From an optimization exercise on the open Yosys and OpenROAD flow, aimed at small area, a short achievable clock period and few clock cycles; shortcuts taken in it are not production practice.
The RTL was checked by simulation tests, not by an equivalence proof against the original design.

Setup of run 1:
==> flow/design.v <==
`timescale 1ns / 1ps
module CPU_COMP(
input clk,
input rst,
output wire [15:0] imem_addr,
input [7:0] imem_data,
output wire [15:0] dmem_addr,
output wire [7:0] dmem_wdata,
output wire dmem_we,
input [7:0] dmem_rdata,
output wire done
);
reg [15:0] pc;
reg [7:0]  ir_r;
reg        r_op;              
reg        r_hil;             
reg        r_lol;             
reg        r_hij;             
reg        r_imm;             
reg        m_r;               
reg [7:0]  ir_e;
reg        e_op;
reg        e_lol;
reg        e_imm;
reg        m_e;
reg [15:0] breg;              
reg [12:1] wsel;              
reg        c_inv;             
reg        c_cin;
reg        c_x0;              
reg        c_xf;              
reg        c_we;              
reg [15:0] ac;
reg [15:0] g [1:12];
reg [12:1] gv;                
reg        z;
reg        done_r;
integer    k;
wire [3:0] op = ir_e[7:4];
wire [3:0] x  = ir_e[3:0];
wire o_ldac = e_op & (op == 4'h1);
wire o_tr   = e_op & (op == 4'h3);
wire o_ldr  = e_op & (op == 4'h4);
wire o_jp   = e_op & (op == 4'h5);
wire o_add  = e_op & (op == 4'h6);
wire o_sub  = e_op & (op == 4'h7);
wire o_inc  = e_op & (op == 4'hA);
wire o_dec  = e_op & (op == 4'hB);
wire o_shl  = e_op & (op == 4'hC);
wire o_shr  = e_op & (op == 4'hD);
wire o_clac = e_op & (op == 4'hE);
wire [15:0] xa = c_x0 ? 16'd0 : c_xf ? 16'hFFFF : ac;
wire [15:0] yb = breg ^ {16{c_inv}};
wire [15:0] sum = xa + yb + {15'd0, c_cin};
wire [15:0] xy_x = xa ^ yb;
wire sum_zero = c_xf ? (breg == 16'd1) : &xy_x;
wire sh_two = x[3] | x[2] | x[1];
wire sh_any = sh_two | x[0];
wire [15:0] shl = sh_two ? {ac[13:0], 2'b0} : {ac[14:0], 1'b0};
wire [15:0] shr = sh_two ? {2'b0, ac[15:2]} : {1'b0, ac[15:1]};
wire stall = (o_shl | o_shr) & (x[3] | x[2] | (x[1] & x[0]));    
wire wg = o_ldr | o_inc | o_dec;
wire [12:1] gw = wsel & {12{wg}};
reg [15:0] ac_d;
always @(*) begin
    if (e_lol | o_ldac) ac_d = {8'd0, dmem_rdata};
    else if (e_imm | o_tr | o_add | o_sub | o_clac | ((o_inc | o_dec) & (x == 4'd0))) ac_d = sum;
    else if (o_shl & sh_any) ac_d = shl;
    else if (o_shr & sh_any) ac_d = shr;
    else ac_d = ac;
end
wire jump = o_jp & ~z;
assign dmem_addr  = breg;
assign dmem_wdata = ac[7:0];
assign dmem_we    = c_we;
assign imem_addr  = pc;
assign done       = done_r | m_e;
wire [3:0] rop = ir_r[7:4];
wire [3:0] rx  = ir_r[3:0];
wire n_hil = r_op & (rop == 4'h0);
wire n_hij = r_op & (rop == 4'h5);
wire n_imm = r_op & ((rop == 4'h8) | (rop == 4'h9));
wire n_lol = r_hil;
wire n_op  = ~(n_hil | n_hij | n_imm | r_hil | r_hij);
wire use_g1 = (rop == 4'h2) | (rop == 4'h6) | (rop == 4'h7);
wire use_b  = (rop == 4'h1) | (rop == 4'h3) | (rop == 4'hA) | (rop == 4'hB);
wire [3:0] rsel = use_g1 ? 4'd1 : rx;
wire r_opb = r_op & (use_g1 | use_b);
wire [12:1] gsel;
genvar gi;
generate for (gi = 1; gi <= 12; gi = gi + 1) begin : gs
    assign gsel[gi] = r_opb & (rsel == gi);
end endgenerate
wire fwd_g = |(gsel & gw);             
wire [12:1] grd = gsel & gv & ~gw;
reg [15:0] b_d;
always @(*) begin
    b_d = (r_opb & (rsel == 4'd0)) ? ac_d : 16'd0;
    if (fwd_g) b_d = b_d | sum;
    for (k = 1; k <= 12; k = k + 1)
        if (grd[k]) b_d = b_d | g[k];
    if (r_imm | r_lol) b_d = {r_lol ? ir_e : 8'd0, ir_r};
end
wire r_subi = r_imm & ir_e[4];
always @(posedge clk) begin
    if (stall) ir_e[3:0] <= x - 4'd2;     
    else begin
        ir_e <= ir_r;
        ir_r <= imem_data;
    end
    for (k = 1; k <= 12; k = k + 1)
        wsel[k] <= (rx == k);
    breg <= b_d;
end
always @(posedge clk) begin
    if (rst) begin
        pc <= 16'd0;
        r_op <= 1'b0;
        r_hil <= 1'b0;
        r_lol <= 1'b0;
        r_hij <= 1'b0;
        r_imm <= 1'b0;
        m_r <= 1'b0;
        e_op <= 1'b0;
        e_lol <= 1'b0;
        e_imm <= 1'b0;
        m_e <= 1'b0;
        c_inv <= 1'b0;
        c_cin <= 1'b0;
        c_x0 <= 1'b0;
        c_xf <= 1'b0;
        c_we <= 1'b0;
        ac <= 16'd0;
        z <= 1'b0;
        gv <= 12'd0;
        done_r <= 1'b0;
    end else begin
        if (jump) pc <= {ir_r, imem_data};
        else if (!stall) pc <= pc + 16'd1;
        if (!stall) begin
            r_op  <= n_op;
            r_hil <= n_hil;
            r_lol <= n_lol;
            r_hij <= n_hij;
            r_imm <= n_imm;
            m_r   <= (pc[15:1] == 15'd166);
            e_op  <= r_op;
            e_lol <= r_lol;
            e_imm <= r_imm;
            m_e   <= m_r;
        end
        c_inv <= (r_op & (rop == 4'h7)) | r_subi;
        c_cin <= (r_op & ((rop == 4'h7) | (rop == 4'hA))) | r_subi;
        c_x0  <= r_op & ((rop == 4'h3) | (rop == 4'hA) | (rop == 4'hE));
        c_xf  <= r_op & (rop == 4'hB);
        c_we  <= r_op & ~stall & (rop == 4'h2);
        if (m_e) done_r <= 1'b1;
        ac <= ac_d;
        if (o_sub | (e_imm & c_inv) | o_dec) z <= sum_zero;
        gv <= gv | gw;
    end
end
always @(posedge clk) begin
    for (k = 1; k <= 12; k = k + 1)
        if (gw[k]) g[k] <= sum;
end
endmodule
Settings: LEC_CHECK=0, CAP_MARGIN=20, CORE_MARGIN=2, CORE_UTILIZATION=50, CTS_BUF_LIST=sky130_fd_sc_hd__clkbuf_4 sky130_fd_sc_hd__clkbuf_8, SETUP_SLACK_MARGIN=4.6, SLEW_MARGIN=20; clock period 8.0 ns.
run.sh (not shown) runs the stock make flow with config.mk's settings and CLKGATE_MAP_FILE= SYNTH_SCRIPT=/design/flow/synth_recipe.tcl, a recipe that flattens the netlist after the stock synthesis.
Run 1: full flow OK, the timing, design-rule and antenna checks passed
Testbench counts of run 1, summed over its fixed seeds: cycles 179,256.
For run 2, these inputs were changed with respect to run 1:
Settings: an added CTS_CLUSTER_SIZE of 22; an added CTS_CLUSTER_DIAMETER of 80; a change of SETUP_SLACK_MARGIN from 4.6 to 5; a change of CTS_BUF_LIST from sky130_fd_sc_hd__clkbuf_4 sky130_fd_sc_hd__clkbuf_8 to sky130_fd_sc_hd__clkbuf_8 sky130_fd_sc_hd__clkbuf_16.
==> comparison <==
Looking at smallest setup slack after layout across both flows, run 2 is the stronger of the two, with run 1 trailing. Shortest period the worst path allows ends up higher on run 1. Comparing register-to-register slack for run 1 and run 2, the bigger number came from run 2. Between run 1 and run 2, the flip-flop and latch count figures differ only marginally.
Input-level comparison between run 3 and run 2:
Settings: a deleted CTS_BUF_LIST that had been sky130_fd_sc_hd__clkbuf_8 sky130_fd_sc_hd__clkbuf_16; a deleted CTS_CLUSTER_DIAMETER that had been 80; a change of CORE_UTILIZATION from 50 to 40; a deleted CTS_CLUSTER_SIZE that had been 22.
Findings:
- Run 3 ended with less last weighted congestion value of the routability-driven placer than run 2.
- Comparing run 2 and run 3, setup slack is lower on run 2.
- Diff run 2 -> run 3 | share of the clock period used by the worst path after layout | decrease of 0.29 points
- Going from run 2 to run 3, overall track demand over capacity in global routing -4.7 points; final setup violation count barely changed.

-- afterwards: timing with drivers on the ports --
How much do the figures lean on ideal ports? The routed layouts below were timed once more, with nothing changed but the port constraints.
Step 1: set_driving_cell puts a clkbuf_16 on clk and a buf_2 on each other input, an assumption about the parent block.
Step 2 also shifts input and output timing later by t, the mid clock arrival at the registers, as if the neighbouring blocks saw the same clock.
Three values: ideal, step 1, step 2; two values: the first two.
| run | t, ns | setup slack, ns | hold slack, ns | pins driven straight from the clock port |
|---|---|---|---|---|
| run 1 | 0.622 | 4.735 / 4.688 / 4.758 | 0.454 / 0.454 / 0.454 | 1 |
| run 2 | 0.566 | 4.999 / 4.999 / 4.999 | 0.458 / 0.458 / 0.458 | 1 |
| run 3 | 0.564 | 5.021 / 5.006 / 4.957 | 0.452 / 0.452 / 0.452 | 1 |
After both steps setup and hold are still met in every run listed. The setup slack of run 3, which loses most, moves by -0.015 ns with the drivers and by -0.064 ns with both steps.
